This design comes from an exercise in tuning for small area on the open sky130 flow, not from production work.
At most, simulation tests tie the RTL to the original design; equivalence was not proved.
Function not checked in run 1: the RTL went through the layout flow alone.
Power figures rest on the tool's default switching activity, not on a simulated workload.

==> design.v <==
`timescale 10 ps / 1ps
`timescale 1ps / 1ps
`timescale 10 ps / 1ps
module WROM64 ( WI ,WR ,ADDR );
	parameter nw=15;	
	input [5:0] ADDR ;
	wire [5:0] ADDR ;
	output [nw-1:0] WI ;
	wire [nw-1:0] WI ;
	output [nw-1:0] WR ;
	wire [nw-1:0] WR ;
	parameter signed  [15:0] c0 = 16'h7fff;  
	parameter signed  [15:0] s0 = 16'h0000;   
	parameter signed  [15:0] c1 = 16'h7f62;   
	parameter signed  [15:0] s1 = 16'h0c8c;   
	parameter signed  [15:0] c2 = 16'h7d8a;   
	parameter signed  [15:0] s2 = 16'h18f9 ;   
	parameter signed  [15:0] c3 = 16'h7a7d;   
	parameter signed  [15:0] s3 = 16'h2528;   
	parameter signed  [15:0] c4 = 16'h7642;   
	parameter signed  [15:0] s4 = 16'h30fc;   
	parameter signed  [15:0] c5 = 16'h70e3;   
	parameter signed  [15:0] s5 = 16'h3c57;   
	parameter signed  [15:0] c6 = 16'h6a6e;   
	parameter signed  [15:0] s6 = 16'h471d ;   
	parameter signed  [15:0] c7 = 16'h62f2;   
	parameter signed  [15:0] s7 = 16'h5134;   
	parameter signed  [15:0] c8 = 16'h5a82;   
	parameter[31:0] w0= {c0,-s0};   
	parameter[31:0] w1= {c1,-s1};
	parameter[31:0] w2= {c2,-s2};
	parameter[31:0] w3= {c3,-s3};
	parameter[31:0] w4= {c4,-s4};
	parameter[31:0] w5= {c5,-s5};
	parameter[31:0] w6= {c6,-s6};
	parameter[31:0] w7= {c7,-s7};
	parameter[31:0] w8= {c8,-c8};
	parameter[31:0] w9= {s7,-c7};
	parameter[31:0] w10= {s6,-c6};
	parameter[31:0] w12= {s4,-c4};
	parameter[31:0] w14= {s2,-c2};
	parameter[31:0] w15= {s1,-c1};
	parameter[31:0] w16= {s0,-c0};
	parameter[31:0] w18= {-s2, -c2};
	parameter[31:0] w20= {-s4, -c4};
	parameter[31:0] w21= {-s5, -c5};
	parameter[31:0] w24= {-c8, -c8};
	parameter[31:0] w25= {-c7, -s7};
	parameter[31:0] w28= {-c4, -s4};
	parameter[31:0] w30= {-c2, -s2};
	parameter[31:0] w35= {-c3, s3};
	parameter[31:0] w36= {-c4, s4};
	parameter[31:0] w42= {-s6, c6};
	parameter[31:0] w49= {s1, c1};
	reg [31:0] wf [0:63] ;	 
	integer	i;
	always@(ADDR) begin
			for( i =0; i<8; i=i+1) 	 wf[i] =w0;					
			for( i =8; i<63; i=i+8)  wf[i] =w0;					
			wf[9] =w1 ; wf[10] =w2 ;    wf[11] =w3 ;wf[12] =w4 ;
			wf[13] =w5 ;wf[14] =w6 ;   wf[15] =w7 ;
			wf[17] =w2 ;wf[18] =w4 ;   wf[19] =w6 ;wf[20] =w8 ;
			wf[21] =w10 ;wf[22] =w12 ;wf[23] =w14;
			wf[25] =w3 ;wf[26] =w6 ;   wf[27] =w9 ;wf[28] =w12 ;
			wf[29] =w15 ;wf[30] =w18 ;wf[31] =w21;
			wf[33] =w4 ;wf[34] =w8 ;	wf[35] =w12 ;wf[36] =w16 ;
			wf[37] =w20 ;wf[38] =w24 ;wf[39] =w28;
			wf[41] =w5 ;wf[42] =w10 ;	wf[43] =w15 ;wf[44] =w20 ;
			wf[45] =w25 ;wf[46] =w30 ;wf[47] =w35;
			wf[49] =w6 ;wf[50] =w12 ;	wf[51] =w18 ;wf[52] =w24 ;
			wf[53] =w30 ;wf[54] =w36 ;wf[55] =w42;
			wf[57] =w7 ;wf[58] =w14 ;	wf[59] =w21 ;wf[60] =w28 ;
			wf[61] =w35 ;wf[62] =w42 ;wf[63] =w49;
		end
	parameter[31:0] wi0= {c0,s0};   
	parameter[31:0] wi1= {c1,s1};
	parameter[31:0] wi2= {c2,s2};
	parameter[31:0] wi3= {c3,s3};
	parameter[31:0] wi4= {c4,s4};
	parameter[31:0] wi5= {c5,s5};
	parameter[31:0] wi6= {c6,s6};
	parameter[31:0] wi7= {c7,s7};
	parameter[31:0] wi8= {c8,c8};
	parameter[31:0] wi9= {s7,c7};
	parameter[31:0] wi10= {s6,c6};
	parameter[31:0] wi12= {s4,c4};
	parameter[31:0] wi14= {s2,c2};
	parameter[31:0] wi15= {s1,c1};
	parameter[31:0] wi16= {s0,c0};
	parameter[31:0] wi18= {-s2, c2};
	parameter[31:0] wi20= {-s4, c4};
	parameter[31:0] wi21= {-s5, c5};
	parameter[31:0] wi24= {-c8, c8};
	parameter[31:0] wi25= {-c7, s7};
	parameter[31:0] wi28= {-c4, s4};
	parameter[31:0] wi30= {-c2, s2};
	parameter[31:0] wi35= {-c3, -s3};
	parameter[31:0] wi36= {-c4, -s4};
	parameter[31:0] wi42= {-s6, -c6};
	parameter[31:0] wi49= {s1, -c1};		 
	reg [31:0] wb [0:63] ;	 
	always@(ADDR) begin
			for( i =0; i<8; i=i+1) 	 wb[i] =wi0;					
			for( i =8; i<63; i=i+8)  wb[i] =wi0;					
			wb[9] =wi1 ; wb[10] =wi2 ;    wb[11] =wi3 ;wb[12] =wi4 ;
			wb[13] =wi5 ;wb[14] =wi6 ;   wb[15] =wi7 ;
			wb[17] =wi2 ;wb[18] =wi4 ;   wb[19] =wi6 ;wb[20] =wi8 ;
			wb[21] =wi10 ;wb[22] =wi12 ;wb[23] =wi14;
			wb[25] =wi3 ;wb[26] =wi6 ;   wb[27] =wi9 ;wb[28] =wi12 ;
			wb[29] =wi15 ;wb[30] =wi18 ;wb[31] =wi21;
			wb[33] =wi4 ;wb[34] =wi8 ;	wb[35] =wi12 ;wb[36] =wi16 ;
			wb[37] =wi20 ;wb[38] =wi24 ;wb[39] =wi28;
			wb[41] =wi5 ;wb[42] =wi10 ;	wb[43] =wi15 ;wb[44] =wi20 ;
			wb[45] =wi25 ;wb[46] =wi30 ;wb[47] =wi35;
			wb[49] =wi6 ;wb[50] =wi12 ;	wb[51] =wi18 ;wb[52] =wi24 ;
			wb[53] =wi30 ;wb[54] =wi36 ;wb[55] =wi42;
			wb[57] =wi7 ;wb[58] =wi14 ;	wb[59] =wi21 ;wb[60] =wi28 ;
			wb[61] =wi35 ;wb[62] =wi42 ;wb[63] =wi49;
		end	  
	wire[31:0] reim;		
	assign reim = wb[ADDR];
	assign WR =reim[31:32-nw];
	assign WI=reim[15 :16-nw];
endmodule
`timescale 1 ns / 1 ps
`timescale 10 ps / 1ps
module BUFRAM64C1 ( CLK ,RST ,ED ,START ,DR ,DI ,RDY ,DOR ,DOI );
	parameter nb=13;
	parameter PAD = 13;	 
	output RDY ;
	reg RDY ;
	output [nb-1:0] DOR ;
	wire [nb-1:0] DOR ;
	output [nb-1:0] DOI ;
	wire [nb-1:0] DOI ;
	input CLK ;
	wire CLK ;
	input RST ;
	wire RST ;
	input ED ;
	wire ED ;
	input START ;
	wire START ;
	input [nb-1:0] DR ;
	wire [nb-1:0] DR ;
	input [nb-1:0] DI ;
	wire [nb-1:0] DI ;
	reg [5:0] addr;
	reg [7:0] ct2;		 
	always @(posedge CLK)	 
		begin
			if (RST) begin
					addr<=6'b000000;
					ct2<= 7'b1000001;  
				RDY<=1'b0; end
			else if (START) begin 
					addr<=6'b000000;
					ct2<= 6'b000000;  
				RDY<=1'b0;end
			else if (ED)	begin
					RDY<=1'b0;
					addr<=addr+1; 
					if (ct2!=65) 
					ct2<=ct2+1;
					if (ct2==64) 
					RDY<=1'b1;
				end 
		end
	localparam W = 2*nb;
	reg [W-1:0] pad [0:PAD-1];
	reg [W-1:0] dla [0:27];
	reg [W-1:0] dlb [0:13];
	reg [W-1:0] dlc [0:6];
	reg [W-1:0] ra, rb, rc;
	wire [5:0] ia = addr - 13;
	wire [5:0] ib = addr - (13+29);
	wire [5:0] ic = addr - (13+29+15);
	wire sa = ia[5] & ~ia[2];
	wire sb = ib[4] & ~ib[1];
	wire sc = ic[3] & ~ic[0];
	wire [W-1:0] xa = pad[PAD-1];
	wire [W-1:0] oa = sa ? xa : dla[27];
	wire [W-1:0] na = sa ? dla[27] : xa;
	wire [W-1:0] ob = sb ? ra : dlb[13];
	wire [W-1:0] nb_ = sb ? dlb[13] : ra;
	wire [W-1:0] oc = sc ? rb : dlc[6];
	wire [W-1:0] nc = sc ? dlc[6] : rb;
	integer k;
	always @(posedge CLK) begin
			if (ED) begin
					pad[0] <= {DR,DI};
					for (k=1; k<PAD; k=k+1) pad[k] <= pad[k-1];
					dla[0] <= na;
					for (k=1; k<28; k=k+1) dla[k] <= dla[k-1];
					ra <= oa;
					dlb[0] <= nb_;
					for (k=1; k<14; k=k+1) dlb[k] <= dlb[k-1];
					rb <= ob;
					dlc[0] <= nc;
					for (k=1; k<7; k=k+1) dlc[k] <= dlc[k-1];
					rc <= oc;
				end
		end
	assign	DOR=rc[W-1:nb];
	assign	DOI=rc[nb-1:0];
endmodule
`timescale 1ps / 1ps  
`timescale 10 ps / 1ps
module FFT8 ( DOR ,DII ,RST ,ED ,CLK ,DOI ,START ,DIR ,RDY );
	parameter nb=13;	
	input ED ;
	wire ED ;
	input RST ;
	wire RST ;
	input CLK ;
	wire CLK ;
	input [nb-1:0] DII ;
	wire [nb-1:0] DII ;
	input START ;
	wire START ;
	input [nb-1:0] DIR ;
	wire [nb-1:0] DIR ;
	output [nb+2:0] DOI ;
	wire [nb+2:0] DOI ;
	output [nb+2:0] DOR ;
	wire [nb+2:0] DOR ;
	output RDY ;
	reg RDY ;		   
	reg [2:0] ct;  
	reg [3:0] ctd;  
	reg [7:0] ph;  
	reg [7:0] pa, pb;  
	always @(   posedge CLK) begin	 
			if (RST)	begin
					ct<=0; 
					ph<=8'b00000001;
					pa<=8'b00000001;
					pb<=8'b00000001;
					ctd<=15; 
				RDY<=0;  end
			else if (START)	  begin
					ct<=0; 
					ph<=8'b00000001;
					pa<=8'b00000001;
					pb<=8'b00000001;
					ctd<=0;	
				RDY<=0;   end
			else if (ED) begin	
					RDY<=0; 
					ct<=ct+1;	
					ph<={ph[6:0],ph[7]};
					pa<={pa[6:0],pa[7]};
					pb<={pb[6:0],pb[7]};
					if (ctd !=4'b1111)
						ctd<=ctd+1;		
					if (ctd==12 ) 
						RDY<=1;
				end 
		end	   
	localparam W = nb+3;
	function [W-1:0] radd;
		input [W-1:0] x, y;
		input c0;
		reg c;
		integer i;
		begin
			c = c0;
			for (i=0; i<W; i=i+1) begin
					radd[i] = x[i] ^ y[i] ^ c;
					c = (x[i] & y[i]) | (c & (x[i] ^ y[i]));
				end
		end
	endfunction
	localparam LW = W/2;
	function [W-1:0] cadd;
		input [W-1:0] x, y;
		input c0;
		reg c, c1h, c0h;
		reg [W-1:0] s0, s1;
		integer i;
		begin
			c = c0;
			for (i=0; i<LW; i=i+1) begin
					cadd[i] = x[i] ^ y[i] ^ c;
					c = (x[i] & y[i]) | (c & (x[i] ^ y[i]));
				end
			c0h = 1'b0; c1h = 1'b1;
			for (i=LW; i<W; i=i+1) begin
					s0[i] = x[i] ^ y[i] ^ c0h;
					c0h = (x[i] & y[i]) | (c0h & (x[i] ^ y[i]));
					s1[i] = x[i] ^ y[i] ^ c1h;
					c1h = (x[i] & y[i]) | (c1h & (x[i] ^ y[i]));
					cadd[i] = c ? s1[i] : s0[i];
				end
		end
	endfunction
	function [W-1:0] add3;
		input [W-1:0] x, y, z;
		begin
			add3 = cadd(x ^ y ^ z, {(x & y) | (x & z) | (y & z), 1'b0}, 1'b0);
		end
	endfunction
	function [W-1:0] add3c;		 
		input [W-1:0] x, y, z;
		begin
			add3c = cadd(x ^ y ^ z, {(x & y) | (x & z) | (y & z), 1'b1}, 1'b0);
		end
	endfunction
	function [W-1:0] sub3;
		input [W-1:0] x, y, z;
		reg [W-1:0] ny, nz;
		begin
			ny = ~y; nz = ~z;
			sub3 = cadd(x ^ ny ^ nz, {(x & ny) | (x & nz) | (ny & nz), 1'b1}, 1'b1);
		end
	endfunction
	reg [2*nb-1:0] dl [0:7];
	integer k;
	always @(posedge CLK)
		if (ED) begin
				dl[0] <= {DIR, DII};
				for (k=1; k<8; k=k+1) dl[k] <= dl[k-1];
			end
	wire signed [nb-1:0] inr = dl[3][2*nb-1:nb], ini = dl[3][nb-1:0];
	wire signed [nb-1:0] xr = dl[7][2*nb-1:nb],  xi = dl[7][nb-1:0];
	reg signed [nb+1:0] ar, ai, m2r, m2i, v1r, v1i;
	reg signed [W-1:0] br, bi, m3r, m3i, ur, ui;
	reg signed [W-1:0] d35r, d35i, v2r, v2i, zr, zi;
	reg signed [nb:0] t4r, t4i;
	reg signed [W-1:0] or_, oi;
	wire signed [nb+1:0] mir = ph[4] ? v2r : v1r;
	wire signed [nb+1:0] mii = ph[4] ? v2i : v1i;
	wire signed [nb+1:0] mvr, mvi;
	MPU707 #(nb) UMR( .DI(mir), .DO(mvr));
	MPU707 #(nb) UMI( .DI(mii), .DO(mvi));
	wire signed [W-1:0] par = pa[5] ? ar : pa[6] ? ur : pa[7] ? m2r : xr;
	wire signed [W-1:0] pai = pa[5] ? ai : pa[6] ? ui : pa[7] ? m2i : xi;
	wire signed [W-1:0] rar = pa[5] ? br : pa[6] ? v1r : pa[7] ? d35i : inr;
	wire signed [W-1:0] rai = pa[5] ? bi : pa[6] ? v1i : pa[7] ? d35r : ini;
	wire signed [W-1:0] sar = cadd(par, rar, 1'b0), sai = cadd(pai, rai, 1'b0);
	wire signed [W-1:0] dar = cadd(par, ~rar, 1'b1), dai = cadd(pai, ~rai, 1'b1);
	wire signed [W-1:0] pbr = pb[2] ? ar : pb[3] ? br : (pb[5] | pb[6]) ? m3r : v2r;
	wire signed [W-1:0] pbi = pb[2] ? ai : pb[3] ? bi : (pb[5] | pb[6]) ? m3i : v2i;
	wire signed [W-1:0] rbr = (pb[2] | pb[3]) ? xr : pb[5] ? v2r : ui;
	wire signed [W-1:0] rbi = (pb[2] | pb[3]) ? xi : pb[5] ? v2i : ur;
	wire signed [W-1:0] qbr = (pb[2] | pb[3]) ? inr : pb[6] ? v1i : $signed({W{1'b0}});
	wire signed [W-1:0] qbi = (pb[2] | pb[3]) ? ini : pb[6] ? v1r : $signed({W{1'b0}});
	wire signed [W-1:0] sbr = add3(pbr, rbr, qbr), sbi = add3(pbi, rbi, qbi);
	wire signed [W-1:0] dbr = sub3(pbr, rbr, qbr), dbi = sub3(pbi, rbi, qbi);
	wire signed [W-1:0] v1nr = add3c(t4r, xr, ~inr), v1ni = add3c(t4i, xi, ~ini);	 
	wire signed [W-1:0] v2nr = add3c(t4r, ~xr, inr), v2ni = add3c(t4i, ~xi, ini);	 
	always @(posedge CLK) 
		if (ED) begin
				if (ph[0]) begin
						ar <= sar; ai <= sai;							 
						m3r <= dar; m3i <= dai;							 
						or_ <= dbr; oi <= sbi;							 
						v2r <= sbr; v2i <= dbi;							 
					end
				if (ph[1]) begin
						br <= sar; bi <= sai;							 
						t4r <= dar; t4i <= dai;							 
						or_ <= br; oi <= bi;							 
					end
				if (ph[2]) begin
						ar <= sbr; ai <= sbi;							 
						m2r <= dbr; m2i <= dbi;							 
						ur <= dar; ui <= dai;							 
						or_ <= v2r; oi <= v2i;							 
					end
				if (ph[3]) begin
						br <= sbr; bi <= sbi;							 
						d35r <= dbr; d35i <= dbi;						 
						v1r <= v1nr; v1i <= v1ni;						 
						v2r <= v2nr; v2i <= v2ni;						 
						or_ <= d35r; oi <= d35i;						 
					end
				if (ph[4]) begin
						v2r <= mvr; v2i <= mvi;							 
						or_ <= zr; oi <= zi;							 
					end
				if (ph[5]) begin
						or_ <= sar; oi <= sai;							 
						br <= dar; bi <= dai;							 
						v1r <= mvr; v1i <= mvi;							 
						m3r <= sbr; m3i <= sbi;							 
						v2r <= dbr; v2i <= dbi;							 
					end
				if (ph[6]) begin
						or_ <= sbr; oi <= dbi;							 
						zr <= dbr; zi <= sbi;							 
						ur <= dar; ui <= dai;							 
					end
				if (ph[7]) begin
						or_ <= sar; oi <= dai;							 
						d35r <= dar; d35i <= sai;						 
					end
			end
	assign	DOR=or_;
	assign	DOI=oi;
endmodule
`timescale 10 ps / 1ps
module MPU707 ( DO ,DI );
parameter nb=13; 
	input [nb+1:0] DI ;
	wire signed [nb+1:0] DI ;
	output [nb+1:0] DO ;
	wire [nb+1:0] DO ;	 
	wire signed [nb+5 :0] dx5 = DI+(DI <<2);	  
	wire signed	[nb+2 : 0] dt = DI;		   
	wire signed [nb+6 : 0]  dx5p; 
	wire  signed  [nb+6 : 0] dot;	
	assign   dot=	(dx5p+(dt>>>4)+(dx5>>>12));	    
	assign	dx5p=(dx5<<1)+(dx5>>>2);		 
	assign	DO=dot >>>4;	
endmodule
`timescale 1 ns / 1 ps		 
`timescale 10 ps / 1ps
module CNORM ( CLK ,ED ,START ,DR ,DI ,SHIFT ,OVF ,RDY ,DOR ,DOI );
	parameter nb=13;	
	output OVF ;
	reg OVF ;
	output RDY ;
	reg RDY ;
	output [nb+1:0] DOR ;
	wire [nb+1:0] DOR ;
	output [nb+1:0] DOI ;
	wire [nb+1:0] DOI ;
	input CLK ;
	wire CLK ;
	input ED ;
	wire ED ;
	input START ;
	wire START ;
	input [nb+2:0] DR ;
	wire [nb+2:0] DR ;
	input [nb+2:0] DI ;
	wire [nb+2:0] DI ;
	input [1:0] SHIFT ;
	wire [1:0] SHIFT ;
wire[nb+2:0]	 diri,diii;
assign diri = DR << SHIFT;
assign diii = DI << SHIFT;	 
reg [nb+2:0]	dir,dii;
    always @( posedge CLK )    begin
			if (ED)	  begin
					dir<=diri[nb+2:1];
     				dii<=diii[nb+2:1];
		end 
	end  
 always @( posedge CLK ) 	begin
		  	if (ED)	  begin
				RDY<=START;
				if (START) 
					OVF<=0;
				else   
					case (SHIFT) 
					2'b01 : OVF<= (DR[nb+2] != DR[nb+1]) || (DI[nb+2] != DI[nb+1]);
					2'b10 : OVF<= (DR[nb+2] != DR[nb+1]) || (DI[nb+2] != DI[nb+1]) ||
						(DR[nb+2] != DR[nb]) || (DI[nb+2] != DI[nb]);
					2'b11 : OVF<= (DR[nb+2] != DR[nb+1]) || (DI[nb+2] != DI[nb+1])||
						(DR[nb+2] != DR[nb]) || (DI[nb+2] != DI[nb]) ||
						(DR[nb+2] != DR[nb+1]) || (DI[nb-1] != DI[nb-1]);
					endcase						
				end
			end 
	assign DOR= dir;
	assign DOI= dii;
endmodule
`timescale 1ps / 1ps
`timescale 10 ps / 1ps
module ROTATOR64 (CLK ,RST,ED,START, DR,DI, DOR, DOI,RDY  );
	parameter nb=13;	
	parameter nw=15;	
	input RST ;
	wire RST ;
	input CLK ;
	wire CLK ;
	input ED ;  
	input [nb+1:0] DI;   
	wire [nb+1:0]  DI ;
	input [nb+1:0]  DR ;  
	input START ;		    
	wire START ;
	output [nb+1:0]  DOI ;  
	wire [nb+1:0]  DOI ;
	output [nb+1:0]  DOR ;  
	wire [nb+1:0]  DOR ;
	output RDY ;	    
	reg RDY ;		 
	reg [5:0] addrw;
	reg sd1,sd2;
	always	@( posedge CLK)	   
		begin
			if (RST) begin
					addrw<=0;
					sd1<=0;
					sd2<=0;
					RDY<=1'b0;
				end
			else if (START && ED)  begin
					addrw[5:0]<=0;
					sd1<=START;
					sd2<=0;		 
				end
			else if (ED) 	  begin
					addrw<=addrw+1; 
					sd1<=START;
					sd2<=sd1;
					RDY<=sd2;	 
				end
		end			  
	wire [5:0] addrn = (RST || START) ? 6'd0 : addrw + 1;
	wire signed [nw-1:0] wrn,win;
	WROM64 UROM( .ADDR(addrn),	.WR(wrn),.WI(win) );	
	reg signed [nw-1:0] wrd,wid;  
	always	@( posedge CLK)
		if (RST || ED) begin
				wrd <= wrn;
				wid <= win;
			end
	localparam PW = nb+5;            
	localparam FW = nw+nb+2;         
	localparam HW = nb+3;            
	function [6*FW-1:0] brows;
		input signed [nb+1:0] x;
		input signed [nb+3:0] x3;
		input signed [nw-1:0] w;
		reg [nw:0] we;
		reg [FW-1:0] nk;
		reg [PW-1:0] pp, m1, m2, m3, m4;
		reg neg, s1, s2, s3, s4;
		reg [3:0] g;
		integer i;
		begin
			we = {w, 1'b0};
			m1 = {{3{x[nb+1]}}, x};
			m2 = {{2{x[nb+1]}}, x, 1'b0};
			m3 = {x3[nb+3], x3};
			m4 = {x[nb+1], x, 2'b00};
			nk = 0;
			for (i=0; i<nw/3; i=i+1) begin
				g = we[3*i+3 -: 4];
				neg = g[3];
				s1 = (g==4'b0001)||(g==4'b0010)||(g==4'b1101)||(g==4'b1110);
				s2 = (g==4'b0011)||(g==4'b0100)||(g==4'b1011)||(g==4'b1100);
				s3 = (g==4'b0101)||(g==4'b0110)||(g==4'b1001)||(g==4'b1010);
				s4 = (g==4'b0111)||(g==4'b1000);
				pp = ({PW{s1}} & m1) | ({PW{s2}} & m2) | ({PW{s3}} & m3) | ({PW{s4}} & m4);
				pp = pp ^ {PW{neg}};
				brows[i*FW +: FW] = {{(FW-PW){1'b0}}, ~pp[PW-1], pp[PW-2:0]} << (3*i);
				nk = nk | (neg << (3*i));
			end
			for (i=0; i<nw/3; i=i+1) 
				nk = nk - ({{(FW-1){1'b0}},1'b1} << (3*i+PW-1));
			brows[5*FW +: FW] = nk;
		end
	endfunction
	function [2*FW-1:0] csa;
		input [FW-1:0] a, b, c;
		begin
			csa[FW-1:0] = a ^ b ^ c;
			csa[2*FW-1:FW] = ((a & b) | (a & c) | (b & c)) << 1;
		end
	endfunction
	function [2*FW-1:0] bmul8;
		input signed [nb+1:0] x;
		input signed [nb+3:0] x3;
		input signed [nw-1:0] w;
		reg [6*FW-1:0] r;
		reg [2*FW-1:0] l1a, l1b, l2, l3;
		begin
			r = brows(x, x3, w);
			l1a = csa(r[0 +: FW], r[FW +: FW], r[2*FW +: FW]);
			l1b = csa(r[3*FW +: FW], r[4*FW +: FW], r[5*FW +: FW]);
			l2 = csa(l1a[0 +: FW], l1a[FW +: FW], l1b[0 +: FW]);
			l3 = csa(l2[0 +: FW], l2[FW +: FW], l1b[FW +: FW]);
			bmul8 = l3;
		end
	endfunction
	wire signed [nb+1:0] drs = DR, dis = DI;
	wire signed [nb+3:0] dr3 = drs + (drs <<< 1);
	wire signed [nb+3:0] di3 = dis + (dis <<< 1);
	wire [2*FW-1:0] prr = bmul8(drs, dr3, wrd);		 
	wire [2*FW-1:0] pii = bmul8(dis, di3, wid);		 
	wire [2*FW-1:0] pri = bmul8(drs, dr3, wid);		 
	wire [2*FW-1:0] pir = bmul8(dis, di3, wrd);		 
	wire [nw-1:0] lrr = prr[0 +: nw-1] + prr[FW +: nw-1];
	wire [nw-1:0] lii = pii[0 +: nw-1] + pii[FW +: nw-1];
	wire [nw-1:0] lri = pri[0 +: nw-1] + pri[FW +: nw-1];
	wire [nw-1:0] lir = pir[0 +: nw-1] + pir[FW +: nw-1];
	wire [HW-1:0] hrr_s = prr[nw-1 +: HW], hrr_c = prr[FW+nw-1 +: HW];
	wire [HW-1:0] hii_s = pii[nw-1 +: HW], hii_c = pii[FW+nw-1 +: HW];
	wire [HW-1:0] hri_s = pri[nw-1 +: HW], hri_c = pri[FW+nw-1 +: HW];
	wire [HW-1:0] hir_s = pir[nw-1 +: HW], hir_c = pir[FW+nw-1 +: HW];
	wire [HW-1:0] ra = hrr_s ^ hrr_c ^ ~hii_s;
	wire [HW-1:0] rb = {((hrr_s & hrr_c) | (hrr_s & ~hii_s) | (hrr_c & ~hii_s)), lrr[nw-1]};
	wire [HW-1:0] rc = ra ^ rb ^ ~hii_c;
	wire [HW-1:0] rd = {((ra & rb) | (ra & ~hii_c) | (rb & ~hii_c)), ~lii[nw-1]};
	wire [HW:0] rsum = {rc, 1'b1} + {rd, 1'b1};
	wire [nb+2:0] dwr = rsum[HW:1];
	wire [HW-1:0] ia = hri_s ^ hri_c ^ hir_s;
	wire [HW-1:0] ib = {((hri_s & hri_c) | (hri_s & hir_s) | (hri_c & hir_s)), lri[nw-1]};
	wire [HW-1:0] ic = ia ^ ib ^ hir_c;
	wire [HW-1:0] id = {((ia & ib) | (ia & hir_c) | (ib & hir_c)), lir[nw-1]};
	wire [nb+2:0] dwi = ic + id;
	assign DOR=dwr[nb+2:1];       
	assign DOI=dwi[nb+2 :1];
endmodule
`timescale 1 ns / 1 ps
`timescale 10 ps / 1ps
module USFFT64_2B ( CLK ,RST ,ED ,START ,SHIFT ,DR ,DI ,RDY ,OVF1 ,OVF2 ,ADDR ,DOR ,DOI );
	parameter nb=13;		  	 		 
	output RDY ;   			 
	wire RDY ;
	output OVF1 ;			 
	wire OVF1 ;
	output OVF2 ;			 
	wire OVF2 ;
	output [5:0] ADDR ;	 
	wire [5:0] ADDR ;
	output [nb+2:0] DOR ; 
	wire [nb+2:0] DOR ;	  
	output [nb+2:0] DOI ; 
	wire [nb+2:0] DOI ;
	input CLK ;        			 
	wire CLK ;
	input RST ;				 
	wire RST ;
	input ED ;					 
	wire ED ;
	input START ;  			 
	wire START ;			 	 
	input [3:0] SHIFT ;		 
	wire [3:0] SHIFT ;	   	 
	input [nb-1:0] DR ;		 
	wire [nb-1:0] DR ;	     
	input [nb-1:0] DI ;		 
	wire [nb-1:0] DI ;
	wire [nb-1:0] dr1,di1;
	wire [nb+1:0] dr3,di3,dr4,di4, dr5,di5 ;
	wire [nb+2:0] dr2,di2;
	wire [nb+4:0] dr6,di6; 	
	wire [nb+2:0] dr7,di7,dr8,di8;   
	wire rdy1,rdy2,rdy3,rdy4,rdy5,rdy6,rdy7,rdy8;			 
	reg [5:0] addri ;
	BUFRAM64C1 #(nb) U_BUF1(.CLK(CLK), .RST(RST), .ED(ED),	.START(START),
	.DR(DR),	.DI(DI),			.RDY(rdy1),	.DOR(dr1), .DOI(di1));	   
	FFT8 #(nb) U_FFT1(.CLK(CLK), .RST(RST), .ED(ED),
		.START(rdy1),.DIR(dr1),.DII(di1),
		.RDY(rdy2),	.DOR(dr2),.	DOI(di2));	
	wire	[1:0] shiftl=	 SHIFT[1:0]; 
	CNORM #(nb) U_NORM1( .CLK(CLK),	.ED(ED),   
		.START(rdy2),	 
		.DR(dr2),	.DI(di2),
		.SHIFT(shiftl),  
		.OVF(OVF1),
		.RDY(rdy3),
		.DOR(dr3),.DOI(di3));	
	ROTATOR64 U_MPU (.CLK(CLK),.RST(RST),.ED(ED),
		.START(rdy3),. DR(dr3),.DI(di3),
		.RDY(rdy4), .DOR(dr4),	.DOI(di4));
	BUFRAM64C1 #(.nb(nb+2), .PAD(16)) U_BUF2(.CLK(CLK),.RST(RST),.ED(ED),	 
		.START(rdy4),. DR(dr4),.DI(di4),
		.RDY(rdy5), .DOR(dr5),	.DOI(di5));	 
	FFT8 #(nb+2) U_FFT2(.CLK(CLK), .RST(RST), .ED(ED),
		.START(rdy5),. DIR(dr5),.DII(di5),
		.RDY(rdy6), .DOR(dr6),	.DOI(di6));
	wire	[1:0] shifth=	 SHIFT[3:2]; 
	CNORM #(nb+2) U_NORM2 ( .CLK(CLK),	.ED(ED),
		.START(rdy6),	 
		.DR(dr6),	.DI(di6),
		.SHIFT(shifth),  
		.OVF(OVF2),
		.RDY(rdy7),
		.DOR(dr7),	.DOI(di7));
		BUFRAM64C1  #(nb+3) 	Ubuf3(.CLK(CLK),.RST(RST),.ED(ED),	 
		.START(rdy7),. DR(dr7),.DI(di7),
		.RDY(rdy8), .DOR(dr8),	.DOI(di8));	 	
	always @(posedge CLK)	begin	 
			if (RST)
				addri<=6'b000000;
			else if (rdy8==1 )  
				addri<=6'b000000;
			else if (ED)
				addri<=addri+1; 
		end
		assign ADDR=  addri ;
	assign	DOR=dr8;
	assign	DOI=di8;
	assign	RDY=rdy8;	
endmodule
==> run.sh <==
#!/bin/bash
# synth_recipe.tcl (not shown) runs the flow's synth.tcl, then flattens the netlist and writes it again
# the make line also repeats each setting of config.mk as NAME=value (left out here)
make -C /OpenROAD-flow-scripts/flow DESIGN_CONFIG=/design/flow/config.mk WORK_HOME=/design/flow/orfs CLKGATE_MAP_FILE= SYNTH_SCRIPT=/design/flow/synth_recipe.tcl finish
==> config.mk <==
export PLATFORM = sky130hd
export DESIGN_NAME = USFFT64_2B
export DESIGN_NICKNAME = USFFT64_2B
export VERILOG_FILES = /design/flow/design.v
export SDC_FILE = /design/flow/constraint.sdc
export NUM_CORES = 4
export LEC_CHECK = 0
export CAP_MARGIN = 20
export CORE_MARGIN = 2
export CORE_UTILIZATION = 45
export CTS_BUF_LIST = sky130_fd_sc_hd__clkbuf_8
export CTS_CLUSTER_DIAMETER = 45
export CTS_CLUSTER_SIZE = 16
export PLACE_DENSITY = 0.55
export SLEW_MARGIN = 20
==> constraint.sdc <==
create_clock -name core_clock -period 10.0 [get_ports {CLK}]
set_input_delay 2.0000 -clock core_clock [delete_from_list [all_inputs] [get_ports {CLK}]]
set_output_delay 2.0000 -clock core_clock [all_outputs]
set_load 0.01 [all_outputs]
==> flow_metrics.env, run 1 <==
export IMPL_dieArea_um2=655700
export IMPL_final_setup_worst_slack_ns=0.3785
export IMPL_cts_resized=0
export IMPL_rsz0062_at_grt="no"
export IMPL_drt_iter0_markers=15023
export IMPL_cp_max_fo=17
export IMPL_placed_cells=25762
export IMPL_drv_cap=0
export IMPL_area_growth_pct=10.01
export IMPL_max_freq_ghz=0.1039
export IMPL_drc=0
export IMPL_hold_buffers=0
export IMPL_grt_first_pass_wirelength_um=937200
export IMPL_pwr_density_cell_nw_per_um2=266.1
export IMPL_synth_warning_count=28
export IMPL_hpwl_um=402200
export IMPL_cp_end_kind="flop"
export IMPL_syn_nets=18903
export IMPL_worstPathArrival_ns=10.66
export IMPL_hold_violations=0
export IMPL_ys_seq_area_share_pct=73.60
export IMPL_htree_levels=6
export IMPL_status="timing/DRC/antenna clean"
export IMPL_totalPowerFinal_mw=85.53
export IMPL_place_ws_ns=0.4516
export IMPL_finClkSkew_ns=0.1061
export IMPL_synth_edf_count=7082
export IMPL_max_slew_worst_pin_slew_ns=1.189
export IMPL_wl_um=629500
export IMPL_slew_headroom_pct=20.75
export IMPL_cts_setup_buffers=0
export IMPL_vias=144239
export IMPL_grtUsageTotal_pct=18.81
export IMPL_worst_ir_drop_vdd_v=0.0005599
export IMPL_final_area_um2=321400
export IMPL_start_util_pct=45.23
export IMPL_cts_tree="yes"
export IMPL_period_share_pct=96.22
export IMPL_die_h_um=809.8
export IMPL_slew_violations=0
export IMPL_ios=75
export IMPL_rows=295
export IMPL_critPathKind="reg2reg"
export IMPL_worstSetupStartpointType="flop"
export IMPL_holdCritPathClass="reg2reg"
export IMPL_clock_sinks=7200
export IMPL_synthArstFlopShare_pct=0
export IMPL_finish_utilization_pct=49.76
export IMPL_synthDistinctLibCells=99
export IMPL_clock_tree_root_cell="clkbuf_8"
export IMPL_route_antenna_remaining_nets=0
export IMPL_grt_max_degree=191
export IMPL_layout_nets=19332
export IMPL_setup_viol=0
export IMPL_drt_pass1_iterations=12
export IMPL_holdWs_ns=0.3428
export IMPL_layout_common_cells="edfxtp_1 (7082), inv_1 (1349), nand2_1 (1331)"
export IMPL_fp_dieW_um=809.8
export IMPL_placed_area_um2=304300
export IMPL_io_buffers=74
export IMPL_detail_route_vias_per_cell=5.313
export IMPL_ctsLongestPathBuffers=4
export IMPL_required_ns=11.04
export IMPL_instances_no_fill=27148
export IMPL_clock_latency_ns=1.32
export IMPL_wire_per_inst_um=23.19
export IMPL_period_needed_ns=9.622
export IMPL_antenna_found_initial=19
export IMPL_syn_instance_count=17472
export IMPL_cts_buffers=746
export IMPL_synth_ff_type="edfxtp_1"
export IMPL_drive_above_1_share_pct=13.21
export IMPL_seq_area_um2=215100
export IMPL_clk_pin_slew_ns=0.09
export IMPL_grt_pass1_vias=144326
export IMPL_overflow=0
export IMPL_place_congestion=0.9121
export IMPL_core_um2=645900
export IMPL_finalSetupTns_ns=0
export IMPL_total_leakage_power_nw=115.1
export IMPL_multi_input_area_um2=69650
export IMPL_fillers=54061
export IMPL_avgSynthCellArea_um2=16.72
export IMPL_yosys_register_bits=7200
export IMPL_syn_area_um2=292200
export IMPL_final_common_cell="edfxtp_1"
routing by layer:
metal | vias up | track usage, % | share of wire [%]
met5 | - | 0 | 0.0021
met4 | 2 | 6.595 | 3.8
met3 | 1214 | 3.046 | 6.0
met2 | 4526 | 29.14 | 45
met1 | 73206 | 27.20 | 45
li1 | 65291 | - | -
state kept, by name, indices dropped and copies added, names as in the netlist, 26 cells and up:
name	count
U_BUF1.ra	26
U_BUF2.rb	30
U_BUF2.dla	840
Ubuf3.rb	32
Ubuf3.dlb	448
U_BUF1.dlc	182
U_BUF2.dlc	210
U_BUF2.pad	480
Ubuf3.pad	416
U_BUF2.dlb	420
U_BUF1.pad	338
U_BUF2.ra	30
U_FFT1.dl	208
U_BUF2.rc	30
U_BUF1.rc	26
Ubuf3.rc	32
Ubuf3.ra	32
U_BUF1.dlb	364
U_FFT2.dl	240
Ubuf3.dlc	224
U_BUF1.rb	26
Ubuf3.dla	896
U_BUF1.dla	728
worst max-delay path, stage by stage (launching register included):
cell	delay [ns]
dfxtp_4	0.54
mux2i_1	0.24
nor2_1	0.05
a21oi_1	0.12
o21ai_0	0.17
ha_1	0.29
fa_1	0.46
fa_1	0.48
fa_1	0.48
fa_1	0.48
fa_1	0.50
fa_1	0.47
fa_1	0.47
fa_1	0.52
mux2i_1	0.18
fa_1	0.48
fa_1	0.47
fa_1	0.48
fa_1	0.48
fa_1	0.48
fa_1	0.49
fa_1	0.46
xor2_1	0.23
a21oi_1	0.19
o21ai_0	0.10
area by class of cell:
| class | count | share of cell area [%] |
|---|---|---|
| Clock buffer | 750 | 3.212 |
| Tap cell | 8613 | 3.353 |
| Clock inverter | 616 | 2.057 |
| Sequential cell | 7200 | 66.93 |
| Timing Repair Buffer | 467 | 1.257 |
| Multi-Input combinational cell | 8193 | 21.67 |
| Inverter | 1293 | 1.510 |
| Antenna cell | 16 | 0.01246 |
cells by family (layout without fill, tap and decap cells):
logic type      Yosys count  after routing  synth area share [%]
mux                    1045           1045                 4.048
simple gates           2667           2667                 3.910
other cells               0             16                     0
xor+xnor                606            606                 1.817
buf+inv                2079           3126                 2.677
flops                  7200           7200                 73.60
compound gates         2478           2478                 5.633
fa+ha+maj              1397           1397                 8.316
worst paths after layout:
kind	cells after the start	to	startpoint	slack, ns
hold / removal	0	U_FFT2.dl[0][22]	U_BUF2.rc[22]	0.34
setup / recovery	24	U_FFT2.oi[17]	U_FFT2.pa[7]	0.38
hold reg to reg	0	U_FFT2.dl[0][22]	U_BUF2.rc[22]	0.34
setup reg to reg	24	U_FFT2.oi[17]	U_FFT2.pa[7]	0.38
synth_stat cells (all sizes together), types with 118 or more instances:
cell    instances  share of area (%)
nand3         132               0.23
ha            489                2.1
nand2        1336                1.7
dfxtp         118               0.81
a222oi        227               0.78
nor2          719               0.92
edfxtp       7082                 73
a21oi         692                1.2
xnor2         385                1.2
fa            908                6.2
inv          1289                1.7
buf           155               0.20
o21ai         671                1.2
clkbuf        631               0.81
mux2          592                2.3
xor2          221               0.66
mux2i         403                1.4
power by group:
part | switching [mW] | internal [mW] | leakage, nW
Clock | 11.4 | 9.46 | 8.56
Combinational | 16.0 | 10.2 | 36.6
Sequential | 1.25 | 37.1 | 69.9
==> run 2, diff against run 1 <==
--- a/design.v
+++ b/design.v
@@ -296,22 +296,2 @@
 	endfunction
-	function [W-1:0] add3;
-		input [W-1:0] x, y, z;
-		begin
-			add3 = cadd(x ^ y ^ z, {(x & y) | (x & z) | (y & z), 1'b0}, 1'b0);
-		end
-	endfunction
-	function [W-1:0] add3c;		 
-		input [W-1:0] x, y, z;
-		begin
-			add3c = cadd(x ^ y ^ z, {(x & y) | (x & z) | (y & z), 1'b1}, 1'b0);
-		end
-	endfunction
-	function [W-1:0] sub3;
-		input [W-1:0] x, y, z;
-		reg [W-1:0] ny, nz;
-		begin
-			ny = ~y; nz = ~z;
-			sub3 = cadd(x ^ ny ^ nz, {(x & ny) | (x & nz) | (ny & nz), 1'b1}, 1'b1);
-		end
-	endfunction
 	reg [2*nb-1:0] dl [0:7];
@@ -343,10 +323,6 @@
 	wire signed [W-1:0] pbi = pb[2] ? ai : pb[3] ? bi : (pb[5] | pb[6]) ? m3i : v2i;
-	wire signed [W-1:0] rbr = (pb[2] | pb[3]) ? xr : pb[5] ? v2r : ui;
-	wire signed [W-1:0] rbi = (pb[2] | pb[3]) ? xi : pb[5] ? v2i : ur;
-	wire signed [W-1:0] qbr = (pb[2] | pb[3]) ? inr : pb[6] ? v1i : $signed({W{1'b0}});
-	wire signed [W-1:0] qbi = (pb[2] | pb[3]) ? ini : pb[6] ? v1r : $signed({W{1'b0}});
-	wire signed [W-1:0] sbr = add3(pbr, rbr, qbr), sbi = add3(pbi, rbi, qbi);
-	wire signed [W-1:0] dbr = sub3(pbr, rbr, qbr), dbi = sub3(pbi, rbi, qbi);
-	wire signed [W-1:0] v1nr = add3c(t4r, xr, ~inr), v1ni = add3c(t4i, xi, ~ini);	 
-	wire signed [W-1:0] v2nr = add3c(t4r, ~xr, inr), v2ni = add3c(t4i, ~xi, ini);	 
+	wire signed [W-1:0] rbr = (pb[2] | pb[3]) ? sar : pb[5] ? v2r : pb[6] ? sai : ui;
+	wire signed [W-1:0] rbi = (pb[2] | pb[3]) ? sai : pb[5] ? v2i : pb[6] ? sar : ur;
+	wire signed [W-1:0] sbr = cadd(pbr, rbr, 1'b0), sbi = cadd(pbi, rbi, 1'b0);
+	wire signed [W-1:0] dbr = cadd(pbr, ~rbr, 1'b1), dbi = cadd(pbi, ~rbi, 1'b1);
 	always @(posedge CLK) 
@@ -373,4 +349,4 @@
 						d35r <= dbr; d35i <= dbi;						 
-						v1r <= v1nr; v1i <= v1ni;						 
-						v2r <= v2nr; v2i <= v2ni;						 
+						v1r <= cadd(t4r, dar, 1'b0); v1i <= cadd(t4i, dai, 1'b0);	 
+						v2r <= cadd(t4r, ~dar, 1'b1); v2i <= cadd(t4i, ~dai, 1'b1);	 
 						or_ <= d35r; oi <= d35i;						 
==> run 2 against run 1 <==
Compared with the run above:
- still clean on timing, DRC and antenna
- sequential share of layout area increased by 1.4 points
- highest routed layer unchanged
- critical endpoint is now U_FFT2.or_[16]
- setup slack better by 0.027 ns
- total power fell by 9.5%
==> flow_metrics.env, run 2 <==
export IMPL_pwr_density_cell_nw_per_um2=245.9
export IMPL_finClkSkew_ns=0.1118
export IMPL_slew_headroom_pct=19.69
export IMPL_synth_ff_type="edfxtp_1"
export IMPL_core_um2=632800
export IMPL_drt_pass1_iterations=13
export IMPL_vias=141557
export IMPL_worst_ir_drop_vdd_v=0.0007183
export IMPL_avgSynthCellArea_um2=16.87
export IMPL_drive_above_1_share_pct=13.37
export IMPL_period_needed_ns=9.594
export IMPL_synth_most_common_cell="edfxtp_1"
export IMPL_synthArstFlopShare_pct=0
export IMPL_instances_no_fill=26400
export IMPL_synth_top_area_share_pct=74.39
export IMPL_slowest_delay_ns=0.52
export IMPL_synth_warning_count=28
export IMPL_cts_buffers=724
export IMPL_synth_xor_xnor_area_share_pct=1.845
export IMPL_ctsLongestPathBuffers=4
export IMPL_synthAdderAreaFrac_pct=6.881
export IMPL_synthTopCellsByArea="edfxtp_1 (74%), fa_1 (4.7%), ha_1 (2.2%)"
export IMPL_wl_um=604100
export IMPL_drt_iter0_markers=15793
export IMPL_clockPowerShare_pct=26.4
export IMPL_die_h_um=801.0
export IMPL_pwr_share_seq_pct=48.4
export IMPL_final_area_um2=314800
export IMPL_crit_top_cell="fa_1"
export IMPL_clk_pin_slew_ns=0.09
export IMPL_yosys_register_bits=7200
export IMPL_ios=75
export IMPL_regMostFlops="Ubuf3.dla"
export IMPL_detail_route_vias_per_cell=5.362
export IMPL_io_buffers=74
export IMPL_worstSetupStartpointType="flop"
export IMPL_clock_tree_root_cell="clkbuf_8"
export IMPL_synth_top_area_cell="edfxtp_1"
export IMPL_cp_max_fo=6
export IMPL_place_congestion=0.8900
export IMPL_antenna_found_initial=15
export IMPL_start_util_pct=45.18
export IMPL_placed_area_um2=298400
export IMPL_fillers=52821
export IMPL_overflow=0
export IMPL_max_freq_ghz=0.1042
export IMPL_swShare_pct=31.14
export IMPL_drv_cap=0
export IMPL_area_growth_pct=10.14
export IMPL_largest_register_ffs=896
export IMPL_final_common_cell="edfxtp_1"
export IMPL_syn_instance_count=16947
export IMPL_syn_area_um2=285900
export IMPL_clock_sinks=7200
export IMPL_syn_nets=18150
export IMPL_wire_per_inst_um=22.88
export IMPL_hpwl_um=378500
export IMPL_crit_slowest_cell="fa_1"
export IMPL_layout_nets=18630
export IMPL_period_share_pct=95.94
export IMPL_dieArea_um2=641600
export IMPL_total_leakage_power_nw=110.8
export IMPL_synth_compound_area_share_pct=6.024
export IMPL_top_regs="Ubuf3.dla (896), U_BUF2.dla (840), U_BUF1.dla (728)"
export IMPL_synthMuxAreaShare_pct=3.767
export IMPL_netlist_top_cells_count="edfxtp_1 (7082), nand2_1 (1320), inv_1 (969)"
export IMPL_htree_levels=6
export IMPL_cts_tree="yes"
export IMPL_fp_dieW_um=801.0
export IMPL_hold_buffers=0
export IMPL_rows=292
export IMPL_status="timing/DRC/antenna clean"
export IMPL_grt_pass1_vias=139470
export IMPL_synthDistinctLibCells=105
export IMPL_clock_latency_ns=1.34
export IMPL_grt_max_degree=210
export IMPL_critPathKind="reg2reg"
export IMPL_max_slew_worst_pin_slew_ns=1.205
export IMPL_synth_edf_count=7082
export IMPL_p_int_mw=53.30
export IMPL_ys_seq_area_share_pct=75.22
export IMPL_placed_cells=25075
export IMPL_grt_first_pass_wirelength_um=900900
export IMPL_setup_viol=0
export IMPL_p_sw_mw=24.10
export IMPL_worstPathArrival_ns=10.63
export IMPL_route_antenna_remaining_nets=0
export IMPL_synth_top_family_by_area="adder cells"
export IMPL_drc=0
export IMPL_required_ns=11.03
export IMPL_yosys_area_share_simple_pct=3.949
export IMPL_cp_end_kind="flop"
export IMPL_layout_common_cells="edfxtp_1 (7082), nand2_1 (1317), inv_1 (1017)"
export IMPL_pwr_share_comb_pct=25.2
export IMPL_hold_violations=0
export IMPL_grtUsageTotal_pct=18.30
export IMPL_slew_violations=0
export IMPL_holdCritPathClass="reg2reg"
-- run 2: cell types whose count changed after synthesis, moves of 30 or more --
cell      previous run  this run
nand3_1            132        90
o21a_1              34        78
a21oi_1            690       764
inv_1             1287       969
mux2_2             592       495
fa_1               908       672
nor2_1             718       756
a21o_1             103        73
o211a_1             62        13
a22oi_1             91        55
a211oi_1            99       218
and2_1              72        25
-- run 2: through the flow --
step	setup slack (ns)	hold slack (ns)	TNS, ns	total power [mW]	utilization (%)
floorplan	0.01507	0.4003	0	50.26	-
global placement	-0.004902	0.4001	-0.004902	57.29	47.15
detailed placement	0.07949	0.4045	0	57.59	47.15
CTS	0.06409	0.3344	0	78.30	49.72
global route	-0.0005622	0.3316	-0.0005622	81.56	49.75
finish	0.4058	0.3611	0	77.41	49.75
-- run 2: path summary, 6_finish.rpt --
path,from,end,slack [ns],depth (start not counted)
setup / recovery,U_FFT2.pa[6],U_FFT2.or_[16],0.41,39
hold / removal,U_BUF2.dlb[8][24],U_BUF2.dlb[9][24],0.36,0
setup reg to reg,U_FFT2.pa[6],U_FFT2.or_[16],0.41,39
hold reg to reg,U_BUF2.dlb[8][24],U_BUF2.dlb[9][24],0.36,0
-- run 2: power groups by stage --
stage | combinational, mW | sequential (mW) | clock (mW)
2_1_floorplan | 12.6 | 37.6 | 0
3_3_place_gp | 19.1 | 38.2 | 0
3_5_place_dp | 19.4 | 38.2 | 0
4_1_cts | 19.5 | 37.5 | 21.2
5_1_grt | 21.6 | 37.7 | 22.3
6_report | 19.5 | 37.5 | 20.4
-- run 2: layout make-up --
type                       count  area [µm²]  share of cell area (%)
sequential                  7200      215100                   68.32
multi-input combinational   7989       64710                   20.55
tap                         8379       10480                   3.330
clock buffer                 736       10130                   3.217
clock inverter               571        6111                   1.941
timing repair buffer         535        4598                   1.460
inverter                     977        3667                   1.165
antenna                       13       32.53                 0.01033
-- run 2: metal layers --
layer | vias to the layer above | share of wire [%] | global-route usage (%)
li1 | 64317 | - | -
met1 | 71656 | 45 | 26.58
met2 | 4392 | 46 | 28.27
met3 | 1188 | 5.9 | 2.797
met4 | 4 | 3.9 | 6.638
met5 | - | 0.0056 | 0
-- run 2: worst max-delay path: cells and delay by family, from the launching register on --
| family | cells | cell delay (ns) |
|---|---|---|
| AND/OR/NAND/NOR | 5 | 0.37 |
| adder cells (fa/ha/maj) | 17 | 6.51 |
| AO/OA/AOI/OAI | 9 | 1.16 |
| multiplexers | 2 | 0.30 |
| flip-flops | 1 | 0.41 |
| buffers and inverters | 6 | 0.52 |
-- run 2: timing repair --
action	in CTS	in global routing
setup endpoints to repair	0	10
gates resized for setup	0	42
setup buffers	0	5
-- run 2: cell families (layout without fill, tap and decap cells) --
logic type               count (synthesis)  in the layout
flip-flops                            7200           7200
AND/OR/NAND/NOR                       2644           2644
AO/OA/AOI/OAI                         2633           2633
buffers and inverters                 1758           2819
adder cells (fa/ha/maj)               1169           1169
multiplexers                           950            950
XOR/XNOR                               593            593
other                                    0             13
==> run 3, diff against run 2 <==
--- a/config.mk
+++ b/config.mk
@@ -11,4 +11,4 @@
 export CTS_BUF_LIST = sky130_fd_sc_hd__clkbuf_8
-export CTS_CLUSTER_DIAMETER = 45
-export CTS_CLUSTER_SIZE = 16
+export CTS_CLUSTER_DIAMETER = 35
+export CTS_CLUSTER_SIZE = 22
 export PLACE_DENSITY = 0.55
==> run 3 against run 2 <==
Compared with the run above:
- sequential share of layout area fell by 2.2 points
- first-iteration DRC count fell by 0.94%
- flip-flop and latch count did not move
- critical path depth did not move
- cell count rose by 3.3%
- critical endpoint unchanged
- largest cell class unchanged
==> flow_metrics.env, run 3 <==
export IMPL_status="timing/DRC/antenna clean"
export IMPL_drc=0
export IMPL_multi_input_area_um2=64710
export IMPL_netlist_top_cells_count="edfxtp_1 (7082), nand2_1 (1320), inv_1 (969)"
export IMPL_crit_top_cell="fa_1"
export IMPL_totalPowerFinal_mw=85.96
export IMPL_vias=145093
export IMPL_clock_tree_root_cell="clkbuf_8"
export IMPL_slowest_delay_ns=0.51
export IMPL_avgSynthCellArea_um2=16.87
export IMPL_synth_top_area_cell="edfxtp_1"
export IMPL_route_antenna_remaining_nets=0
export IMPL_synthDistinctLibCells=105
export IMPL_critPathKind="reg2reg"
export IMPL_total_leakage_power_nw=116.3
export IMPL_slew_violations=0
export IMPL_yosys_register_bits=7200
export IMPL_hold_depth=0
export IMPL_synthTopCellsByArea="edfxtp_1 (74%), fa_1 (4.7%), ha_1 (2.2%)"
export IMPL_worst_ir_drop_vdd_v=0.0006720
export IMPL_final_common_cell="edfxtp_1"
export IMPL_holdCritPathClass="reg2reg"
export IMPL_period_share_pct=96.68
export IMPL_hold_buffers=0
export IMPL_synth_ff_type="edfxtp_1"
export IMPL_max_freq_ghz=0.1034
export IMPL_rows=292
export IMPL_max_slew_worst_pin_slew_ns=1.189
export IMPL_fillers=52205
export IMPL_fp_dieW_um=801.0
export IMPL_reg2reg_slack_ns=0.33
export IMPL_clk_pin_slew_ns=0.07
export IMPL_synth_warning_count=28
export IMPL_cp_end_kind="flop"
export IMPL_syn_area_um2=285900
export IMPL_finish_utilization_pct=51.44
export IMPL_clock_latency_ns=1.39
export IMPL_cp_max_fo=6
export IMPL_r2r_cells=39
export IMPL_pwr_density_cell_nw_per_um2=264.1
export IMPL_overflow=0
export IMPL_top_regs="Ubuf3.dla (896), U_BUF2.dla (840), U_BUF1.dla (728)"
export IMPL_period_needed_ns=9.668
export IMPL_antenna_found_initial=13
export IMPL_io_buffers=74
export IMPL_setup_viol=0
export IMPL_drive_above_1_share_pct=16.84
export IMPL_ys_seq_area_share_pct=75.22
export IMPL_die_h_um=801.0
export IMPL_area_growth_pct=13.88
export IMPL_synth_edf_count=7082
export IMPL_cts_buffers=1242
export IMPL_hold_violations=0
export IMPL_largest_register_ffs=896
export IMPL_start_util_pct=45.18
export IMPL_hpwl_um=378500
export IMPL_crit_slowest_cell="fa_1"
export IMPL_crit_start="U_FFT2.pa[7]"
export IMPL_clock_sinks=7200
export IMPL_regMostFlops="Ubuf3.dla"
export IMPL_synthArstFlopShare_pct=0
export IMPL_r2r_start="U_FFT2.pa[7]"
export IMPL_grtUsageTotal_pct=18.92
export IMPL_finClkSkew_ns=0.1483
export IMPL_ctsLongestPathBuffers=5
export IMPL_rsz0062_at_grt="yes"
export IMPL_seq_area_um2=215100
export IMPL_htree_levels=7
export IMPL_min_from="U_BUF2.dla[13][16]"
export IMPL_synth_most_common_cell="edfxtp_1"
export IMPL_grt_first_pass_wirelength_um=920100
export IMPL_detail_route_vias_per_cell=5.320
export IMPL_layout_nets=19151
export IMPL_dieArea_um2=641600
export IMPL_grt_pass1_vias=144522
export IMPL_synth_top_area_share_pct=74.39
export IMPL_ios=75
export IMPL_slew_headroom_pct=20.75
export IMPL_drt_iter0_markers=15644
export IMPL_holdPathEnd="U_BUF2.dla[14][16]"
export IMPL_syn_instance_count=16947
export IMPL_reg2reg_to="U_FFT2.or_[16]"
export IMPL_core_um2=632800
export IMPL_worstPathArrival_ns=10.72
export IMPL_wire_per_inst_um=22.56
export IMPL_worstSetupStartpointType="flop"
export IMPL_required_ns=11.05
export IMPL_syn_nets=18150
export IMPL_wl_um=615200
export IMPL_grt_max_degree=210
export IMPL_drt_pass1_iterations=11
export IMPL_layout_common_cells="edfxtp_1 (7082), nand2_1 (1317), clkbuf_8 (1265)"
export IMPL_cts_tree="yes"
export IMPL_place_congestion=0.8900
export IMPL_drv_cap=0
run 3: stage by stage:
| stage | instances | area (µm²) | setup WS (ns) | setup TNS, ns | hold WS (ns) |
|---|---|---|---|---|---|
| after CTS | 27248 | 325300 | 0.02144 | 0 | 0.2828 |
| after global placement | 25075 | 298400 | -0.004902 | -0.004902 | 0.4001 |
| final | 27272 | 325500 | 0.3317 | 0 | 0.3032 |
| after detailed placement | 25075 | 298400 | 0.07949 | 0 | 0.4045 |
| after floorplan | 16947 | 285900 | 0.01507 | 0 | 0.4003 |
| after global routing | 27259 | 325500 | -0.04535 | -0.06885 | 0.2870 |
run 3: layer usage:
layer | track usage, % | vias up | wire [µm]
met5 | 0 | - | 34
met4 | 8.560 | 4 | 26010
met3 | 3.864 | 1480 | 37920
met2 | 28.58 | 4883 | 279200
met1 | 26.68 | 72960 | 272000
li1 | - | 65766 | -
run 3: worst max path at each step:
stage / endpoint / slack (ns) / cells past startpoint
after floorplan: U_FFT2.or_[16] / 0.02 / 41
after global placement: U_FFT2.or_[16] / -0.005 / 37
after detailed placement: U_FFT2.or_[16] / 0.08 / 37
after CTS: U_FFT2.or_[16] / 0.02 / 37
after global routing: U_FFT2.or_[16] / -0.05 / 39
final: U_FFT2.or_[16] / 0.33 / 39
run 3: cells by family after synthesis:
family          synth area share (%)
buf+inv                        2.314
compound gates                 6.024
xor+xnor                       1.845
simple gates                   3.949
mux                            3.767
fa+ha+maj                      6.881
flops                          75.22
run 3: area by class of cell:
class	count	area share [%]
Antenna cell	16	0.01230
Multi-Input combinational cell	7989	19.88
Sequential cell	7200	66.08
Clock buffer	1265	5.348
Tap cell	8379	3.221
Timing Repair Buffer	538	1.422
Clock inverter	908	2.916
Inverter	977	1.127
run 3: critical path: cells and delay by family (launching register included):
kind | cells | cell delay, ns
muxes | 2 | 0.31
buffers and inverters | 5 | 0.43
and+or+nand+nor | 5 | 0.34
AOI/OAI and AO/OA | 10 | 1.36
DFF | 1 | 0.40
adders and majority gates | 17 | 6.51
run 3: repair_timing:
action,in CTS,in global routing
gates resized for setup,0,42
buffers inserted,0,7
endpoints found under the setup margin,0,12
run 3: power breakdown:
group	internal, mW	leakage (nW)	switching [mW]
registers	36.6	69.9	0.975
logic	7.46	32.6	12.0
clock network	16.1	13.8	12.8
==> run 4, diff against run 3 <==
--- a/design.v
+++ b/design.v
@@ -308,3 +308,2 @@
 	reg signed [W-1:0] d35r, d35i, v2r, v2i, zr, zi;
-	reg signed [nb:0] t4r, t4i;
 	reg signed [W-1:0] or_, oi;
@@ -337,3 +336,3 @@
 						br <= sar; bi <= sai;							 
-						t4r <= dar; t4i <= dai;							 
+						v1r <= dar; v1i <= dai;							 
 						or_ <= br; oi <= bi;							 
@@ -349,4 +348,4 @@
 						d35r <= dbr; d35i <= dbi;						 
-						v1r <= cadd(t4r, dar, 1'b0); v1i <= cadd(t4i, dai, 1'b0);	 
-						v2r <= cadd(t4r, ~dar, 1'b1); v2i <= cadd(t4i, ~dai, 1'b1);	 
+						v1r <= cadd(v1r, dar, 1'b0); v1i <= cadd(v1i, dai, 1'b0);	 
+						v2r <= cadd(v1r, ~dar, 1'b1); v2i <= cadd(v1i, ~dai, 1'b1);	 
 						or_ <= d35r; oi <= d35i;						 
--- a/config.mk
+++ b/config.mk
@@ -11,4 +11,4 @@
 export CTS_BUF_LIST = sky130_fd_sc_hd__clkbuf_8
-export CTS_CLUSTER_DIAMETER = 35
-export CTS_CLUSTER_SIZE = 22
+export CTS_CLUSTER_DIAMETER = 40
+export CTS_CLUSTER_SIZE = 20
 export PLACE_DENSITY = 0.55
==> run 4 against run 3 <==
Compared with the run above:
- total power decreased by 1.6%
- combinational power increased by about 20%
- cell count down 1.1%
- fmax shrank 0.55%
- flip-flop and latch count shrank 60
- largest cell class unchanged
- via count is 1.4% lower
- sequential power about the same
- design area decreased by 2.1%
- setup slack worse by 0.053 ns
- synthesized area is 0.44% lower
- critical endpoint is now U_FFT2.br[17]
- clock skew down 0.015 ns
- non-clock buffer count is 53 higher
- critical path type unchanged
==> flow_metrics.env, run 4 <==
export IMPL_fp_dieW_um=799.3
export IMPL_holdCritPathClass="reg2reg"
export IMPL_netlist_top_cells_count="edfxtp_1 (7022), nand2_1 (1452), inv_1 (1027)"
export IMPL_antenna_found_initial=11
export IMPL_period_share_pct=97.21
export IMPL_drive_above_1_share_pct=15.13
export IMPL_final_setup_worst_slack_ns=0.2786
export IMPL_clock_latency_ns=1.35
export IMPL_synth_warning_count=28
export IMPL_cts_tree="yes"
export IMPL_die_h_um=799.3
export IMPL_rsz0062_at_grt="yes"
export IMPL_slew_headroom_pct=19.82
export IMPL_syn_nets=18338
export IMPL_htree_levels=6
export IMPL_area_growth_pct=11.98
export IMPL_io_buffers=74
export IMPL_ctsLongestPathBuffers=4
export IMPL_max_slew_worst_pin_slew_ns=1.203
export IMPL_top_regs="Ubuf3.dla (896), U_BUF2.dla (840), U_BUF1.dla (728)"
export IMPL_synth_ff_type="edfxtp_1"
export IMPL_drc=0
export IMPL_layout_common_cells="edfxtp_1 (7022), nand2_1 (1449), inv_1 (1063)"
export IMPL_clock_sinks=7140
export IMPL_wl_um=606500
export IMPL_clk_pin_slew_ns=0.09
export IMPL_total_leakage_power_nw=113.4
export IMPL_worst_ir_drop_vdd_v=0.0006527
export IMPL_period_needed_ns=9.721
export IMPL_synthTopCellsByArea="edfxtp_1 (74%), fa_1 (4.7%), ha_1 (2.2%)"
export IMPL_setup_viol=0
export IMPL_drt_pass1_iterations=12
export IMPL_layout_nets=18997
export IMPL_status="timing/DRC/antenna clean"
export IMPL_required_ns=11.11
export IMPL_grt_first_pass_wirelength_um=907100
export IMPL_rows=292
export IMPL_clock_tree_root_cell="clkbuf_8"
export IMPL_wire_per_inst_um=22.48
export IMPL_yosys_register_bits=7140
export IMPL_hold_buffers=0
export IMPL_pwr_density_cell_nw_per_um2=265.3
export IMPL_detail_route_vias_per_cell=5.306
export IMPL_placed_cells=25281
export IMPL_hpwl_um=379100
export IMPL_ios=75
export IMPL_overflow=0
export IMPL_synth_edf_count=7022
export IMPL_place_congestion=0.8880
export IMPL_drt_iter0_markers=15637
export IMPL_vias=143126
export IMPL_synth_top_area_share_pct=74.09
export IMPL_ys_seq_area_share_pct=74.92
export IMPL_syn_area_um2=284600
export IMPL_final_common_cell="edfxtp_1"
export IMPL_cp_end_kind="flop"
export IMPL_worstSetupStartpointType="flop"
export IMPL_slowest_delay_ns=0.45
export IMPL_grtUsageTotal_pct=18.58
export IMPL_place_ws_ns=-0.06973
export IMPL_cp_max_fo=6
export IMPL_core_um2=631300
export IMPL_synth_most_common_cell="edfxtp_1"
export IMPL_slew_violations=0
export IMPL_grt_max_degree=210
export IMPL_route_antenna_remaining_nets=0
export IMPL_max_freq_ghz=0.1029
export IMPL_finalSetupTns_ns=0
export IMPL_dieArea_um2=638800
export IMPL_grt_pass1_vias=142064
export IMPL_worstPathArrival_ns=10.83
export IMPL_finClkSkew_ns=0.1329
export IMPL_syn_instance_count=17135
export IMPL_holdWs_ns=0.3079
export IMPL_avgSynthCellArea_um2=16.61
export IMPL_start_util_pct=45.08
export IMPL_crit_top_cell="fa_1"
export IMPL_hold_violations=0
export IMPL_synthDistinctLibCells=100
export IMPL_crit_slowest_cell="fa_2"
export IMPL_largest_register_ffs=896
export IMPL_drv_cap=0
export IMPL_cts_buffers=885
export IMPL_regMostFlops="Ubuf3.dla"
export IMPL_synth_top_area_cell="edfxtp_1"
export IMPL_instances_no_fill=26975
export IMPL_critPathKind="reg2reg"
export IMPL_synthArstFlopShare_pct=0
-- run 4: kinds of logic (layout without fill, tap and decap cells) --
| logic type | count (synthesis) | after routing | share of synthesized area, % |
|---|---|---|---|
| AO/OA/AOI/OAI | 2728 | 2728 | 6.226 |
| XOR/XNOR | 591 | 591 | 1.846 |
| adder cells (fa/ha/maj) | 1169 | 1169 | 6.912 |
| buffers and inverters | 1852 | 3303 | 2.452 |
| flip-flops | 7140 | 7140 | 74.92 |
| multiplexers | 887 | 887 | 3.555 |
| other | 0 | 10 | 0 |
| AND/OR/NAND/NOR | 2768 | 2768 | 4.092 |
-- run 4: critical path: cells and delay by family (launching register included) --
kind / cells / cell delay (ns)
AND/OR/NAND/NOR: 3 / 0.26
XOR/XNOR: 3 / 0.60
adder cells (fa/ha/maj): 17 / 6.14
buffers and inverters: 5 / 0.68
AO/OA/AOI/OAI: 7 / 0.93
flip-flops: 1 / 0.40
multiplexers: 2 / 0.48
-- run 4: worst paths after layout --
check	from	to	slack, ns	cells after the start
setup / recovery	U_FFT2.pa[7]	U_FFT2.br[17]	0.28	37
hold / removal	U_BUF2.pad[2][25]	U_BUF2.pad[3][25]	0.31	0
setup reg to reg	U_FFT2.pa[7]	U_FFT2.br[17]	0.28	37
hold reg to reg	U_BUF2.pad[2][25]	U_BUF2.pad[3][25]	0.31	0
-- run 4: where the power goes --
group / internal (mW) / leakage (nW) / switching (mW)
clock network: 11.4 / 10.5 / 12.5
logic: 9.07 / 33.5 / 14.4
registers: 36.2 / 69.4 / 0.979
-- run 4: routing by layer --
| metal | global-route usage, % | vias to the layer above | share of wire [%] |
|---|---|---|---|
| met3 | 3.085 | 1306 | 5.8 |
| li1 | - | 65335 | - |
| met2 | 28.94 | 4272 | 46 |
| met5 | 0 | - | 0.0066 |
| met4 | 7.096 | 6 | 4.1 |
| met1 | 26.40 | 72207 | 44 |
-- run 4: what timing repair did --
action                                  in CTS  in global routing
endpoints found under the setup margin       2                 11
endpoints found under the hold margin        0                  0
resized for setup                            2                 47
setup buffers                                0                  3
pin swaps                                    0                  6
-- run 4: final cells by class --
cell class / count / area (µm²)
Antenna cell: 10 / 25.02
Clock buffer: 887 / 12210
Clock inverter: 792 / 8860
Fill cell: 52434 / 312600
Inverter: 1033 / 3880
Multi-Input combinational cell: 8143 / 64870
Sequential cell: 7140 / 213300
Tap cell: 8379 / 10480
Timing Repair Buffer: 591 / 5075
-- run 4: through the flow --
stage / total power [mW] / cell area [µm²] / util, %
2_1_floorplan: 52.24 / 284600 / -
3_3_place_gp: 61.06 / 297400 / 47.10
3_5_place_dp: 61.30 / 297400 / 47.10
4_1_cts: 85.58 / 318400 / 50.44
5_1_grt: 89.17 / 318700 / 50.48
6_report: 84.55 / 318700 / 50.48

[separate check: timing with driven ports]
How much do the figures lean on ideal ports? The routed layouts below were timed once more, with nothing changed but the port constraints. Step 1 (the two cells are an assumption about what drives the block):
set clk [get_ports {CLK}]
set_driving_cell -lib_cell sky130_fd_sc_hd__clkbuf_16 $clk
set_driving_cell -lib_cell sky130_fd_sc_hd__buf_2 [delete_from_list [all_inputs] $clk]
Step 2 adds t to the input delays and takes it off the output delays; t is the mean of the earliest and latest rising clock arrival at the registers after step 1. Input paths then give back, and output paths get back, about the clock's delay inside the block. Slacks: ideal ports / drivers / drivers and shift; pairs: ideal ports / drivers.
run	t (ns)	setup slack, ns	hold slack, ns	worst data-port slew with drivers (ns)	pins driven straight from the clock port
run 1	1.397	0.378 / 0.378 / 0.378	0.343 / 0.343 / 0.343	0.29	1
run 2	1.407	0.406 / 0.406 / 0.406	0.361 / 0.361 / 0.361	0.10	1
run 3	1.431	0.332 / 0.332 / 0.332	0.303 / 0.303 / 0.303	0.11	1
run 4	1.414	0.279 / 0.279 / 0.279	0.308 / 0.308 / 0.308	0.15	1
After both steps every run listed still meets setup and hold.
